Background: an optimization exercise with open tools, aiming at small area. Do not read the settings as production practice.

## lidar_ground_segmentation_top
module lidar_ground_segmentation_top #(parameter DATA_WIDTH = 16)(
    input wire clk,
    input wire rst_n,
    input wire data_valid_in,
    input wire [DATA_WIDTH-1:0] raw_z_in,
    input wire [DATA_WIDTH-1:0] raw_r_in,
    output wire segmentation_result,
    output wire result_valid
);
    genvar i;
    reg [3:0] st;
    wire st_inc = ~st[3] & (data_valid_in | (st[2] & st[1]));
    always @(posedge clk or negedge rst_n) begin
        if (!rst_n) st <= 4'd0;
        else if (st_inc) st <= st + 4'd1;
    end
    wire run = st[3] | st[0];
    reg [15:0] p0, p1, p2, p3, p4;
    always @(posedge clk) begin
        if (data_valid_in) begin
            p4 <= p3; p3 <= p2; p2 <= p1; p1 <= p0;
            p0 <= {~raw_z_in[15], raw_z_in[14:0]};
        end
    end
    wire [16:0] u, v;
    wire [16:0] cu, cv;
    lidar_ha hu0 (.a(p1[0]), .b(p3[0]), .s(u[0]), .co(cu[1]));
    lidar_ha hv0 (.a(p0[0]), .b(p4[0]), .s(v[0]), .co(cv[1]));
    generate for (i = 1; i < 16; i = i + 1) begin : g_uv
        lidar_fa fu (.a(p1[i]), .b(p3[i]), .c(cu[i]), .s(u[i]), .co(cu[i+1]));
  ...
export LEC_CHECK = 0
export CAP_MARGIN = 20
export CORE_MARGIN = 2
export CORE_UTILIZATION = 40
export SLEW_MARGIN = 20
export SYNTH_HIERARCHICAL = 1
export SYNTH_MINIMUM_KEEP_SIZE = 0
create_clock -name core_clock -period 10.0 [get_ports {clk}]
run.sh (not shown) runs the stock make flow with config.mk's settings and CLKGATE_MAP_FILE= SYNTH_SCRIPT=/design/flow/synth_recipe.tcl, a recipe that flattens the netlist after the stock synthesis.
==> next run, changes <==
==> flow/flow/run.sh (new file) <==
#!/bin/bash
# Standard ORFS layout with smaller port buffers and a clock tree without
# dummy loads. Each step's full output goes to a log file in this folder.
set -euo pipefail
bash standard.sh \
  "BUFFER_PORTS_ARGS=-buffer_cell sky130_fd_sc_hd__buf_1" \
  "CTS_ARGS=-sink_clustering_enable -repair_clock_nets -dont_use_dummy_load -buf_list sky130_fd_sc_hd__clkbuf_8 -sink_clustering_size 30 -sink_clustering_max_diameter 100" \
  finish > standard_flow.log 2>&1
==> flow/standard.sh (new file) <==
#!/bin/bash
# synth_recipe.tcl (not shown) runs the flow's synth.tcl, then flattens the netlist and writes it again
# the make line also repeats each setting of config.mk as NAME=value (left out here)
make -C /OpenROAD-flow-scripts/flow DESIGN_CONFIG=/design/flow/config.mk WORK_HOME=/design/flow/orfs CLKGATE_MAP_FILE= SYNTH_SCRIPT=/design/flow/synth_recipe.tcl "${@:-finish}"
--- a/flow/config.mk
+++ b/flow/config.mk
@@ -8,5 +8,6 @@
 export CAP_MARGIN = 20
 export CORE_MARGIN = 2
-export CORE_UTILIZATION = 40
+export CORE_UTILIZATION = 65
+export GPL_TIMING_DRIVEN = 0
 export SLEW_MARGIN = 20
 export SYNTH_HIERARCHICAL = 1
removed: flow/run.sh
=>
- synthesized area does not change
- clock-buffer cell count went down by 2
- routed wire length went down by 5.4%
- global-route usage went up by 7.5 points
- utilization went up by 25 points
- die area went down by 38%
==> next run, changes <==
--- a/flow/config.mk
+++ b/flow/config.mk
@@ -8,5 +8,5 @@
 export CAP_MARGIN = 20
 export CORE_MARGIN = 2
-export CORE_UTILIZATION = 65
+export CORE_UTILIZATION = 40
 export GPL_TIMING_DRIVEN = 0
 export SLEW_MARGIN = 20
=> The new run finished with timing, DRC and antenna clean; area after synthesis is unchanged; final area grows by 1.0%; clock skew went down by 0.0078 ns; register-to-register slack improves by 0.04 ns; wire length goes up by 4.2%.
==> next run, changes <==
==> flow/run.sh (new file) <==
#!/bin/bash
# synth_recipe.tcl (not shown) runs the flow's synth.tcl, then flattens the netlist and writes it again
# the make line also repeats each setting of config.mk as NAME=value (left out here)
make -C /OpenROAD-flow-scripts/flow DESIGN_CONFIG=/design/flow/config.mk WORK_HOME=/design/flow/orfs CLKGATE_MAP_FILE= SYNTH_SCRIPT=/design/flow/synth_recipe.tcl finish
--- a/flow/config.mk
+++ b/flow/config.mk
@@ -9,5 +9,7 @@
 export CORE_MARGIN = 2
 export CORE_UTILIZATION = 40
-export GPL_TIMING_DRIVEN = 0
+export CTS_BUF_LIST = sky130_fd_sc_hd__clkbuf_8
+export CTS_CLUSTER_DIAMETER = 200
+export CTS_CLUSTER_SIZE = 50
 export SLEW_MARGIN = 20
 export SYNTH_HIERARCHICAL = 1
removed: flow/flow/run.sh
removed: flow/standard.sh
Result: Global-route usage drops by 0.22 points; clock-buffer cell count is unchanged; worst setup slack loses 0.057 ns; wire length climbs by 0.41%; sequential share of layout area drops by 2.0 points; final area climbs by 4.8%; hold slack stays flat; synthesized area stays the same.
==> next run, changes <==
==> flow/flow/run.sh (new file) <==
#!/bin/bash
# Standard ORFS layout with smaller port buffers and a clock tree without
# dummy loads. Each step's full output goes to a log file in this folder.
set -euo pipefail
bash standard.sh \
  "BUFFER_PORTS_ARGS=-buffer_cell sky130_fd_sc_hd__buf_1" \
  "CTS_ARGS=-sink_clustering_enable -repair_clock_nets -dont_use_dummy_load -buf_list sky130_fd_sc_hd__clkbuf_8 -sink_clustering_size 30 -sink_clustering_max_diameter 100" \
  finish > standard_flow.log 2>&1
==> flow/standard.sh (new file) <==
#!/bin/bash
# synth_recipe.tcl (not shown) runs the flow's synth.tcl, then flattens the netlist and writes it again
# the make line also repeats each setting of config.mk as NAME=value (left out here)
make -C /OpenROAD-flow-scripts/flow DESIGN_CONFIG=/design/flow/config.mk WORK_HOME=/design/flow/orfs CLKGATE_MAP_FILE= SYNTH_SCRIPT=/design/flow/synth_recipe.tcl "${@:-finish}"
--- a/flow/config.mk
+++ b/flow/config.mk
@@ -9,7 +9,4 @@
 export CORE_MARGIN = 2
 export CORE_UTILIZATION = 40
-export CTS_BUF_LIST = sky130_fd_sc_hd__clkbuf_8
-export CTS_CLUSTER_DIAMETER = 200
-export CTS_CLUSTER_SIZE = 50
 export SLEW_MARGIN = 20
 export SYNTH_HIERARCHICAL = 1
removed: flow/run.sh
Result:
- The changed run went through all stages and came out clean
- clock-buffer cell count stays the same
- die area stays the same
- non-clock buffer count stays the same
- routed wire length goes down slightly
- setup slack is better by 0.037 ns
No functional check of the RTL was part of any run of this note.

==> separate check: timing with driven ports <==
How much do the figures lean on ideal ports? The routed layouts below were timed once more, with nothing changed but the port constraints. Step 1, drivers: a clkbuf_16 drives clk and a buf_2 each remaining input, both assumed. Step 2 adds t to the input delays and takes it off the output delays; t is the mean of the earliest and latest rising clock arrival at the registers after step 1. Input paths then give back, and output paths get back, about the clock's delay inside the block. a / b / c = no drivers / after step 1 / after step 2; a / b = the first two.
run | shift t [ns] | setup WS [ns] | worst setup path at the end | latest minus earliest clock arrival (ns)
the first run | 0.454 | 0.267 / 0.267 / 0.267 | register to register | 0.008 / 0.008
the second run | 0.481 | 0.278 / 0.278 / 0.278 | register to register | 0.033 / 0.033
the third run | 0.465 | 0.314 / 0.314 / 0.314 | register to register | 0.030 / 0.029
the fourth run | 0.472 | 0.256 / 0.256 / 0.256 | register to register | 0.013 / 0.013
the fifth run | 0.468 | 0.293 / 0.293 / 0.293 | register to register | 0.029 / 0.028
After both steps every run listed still meets setup and hold.
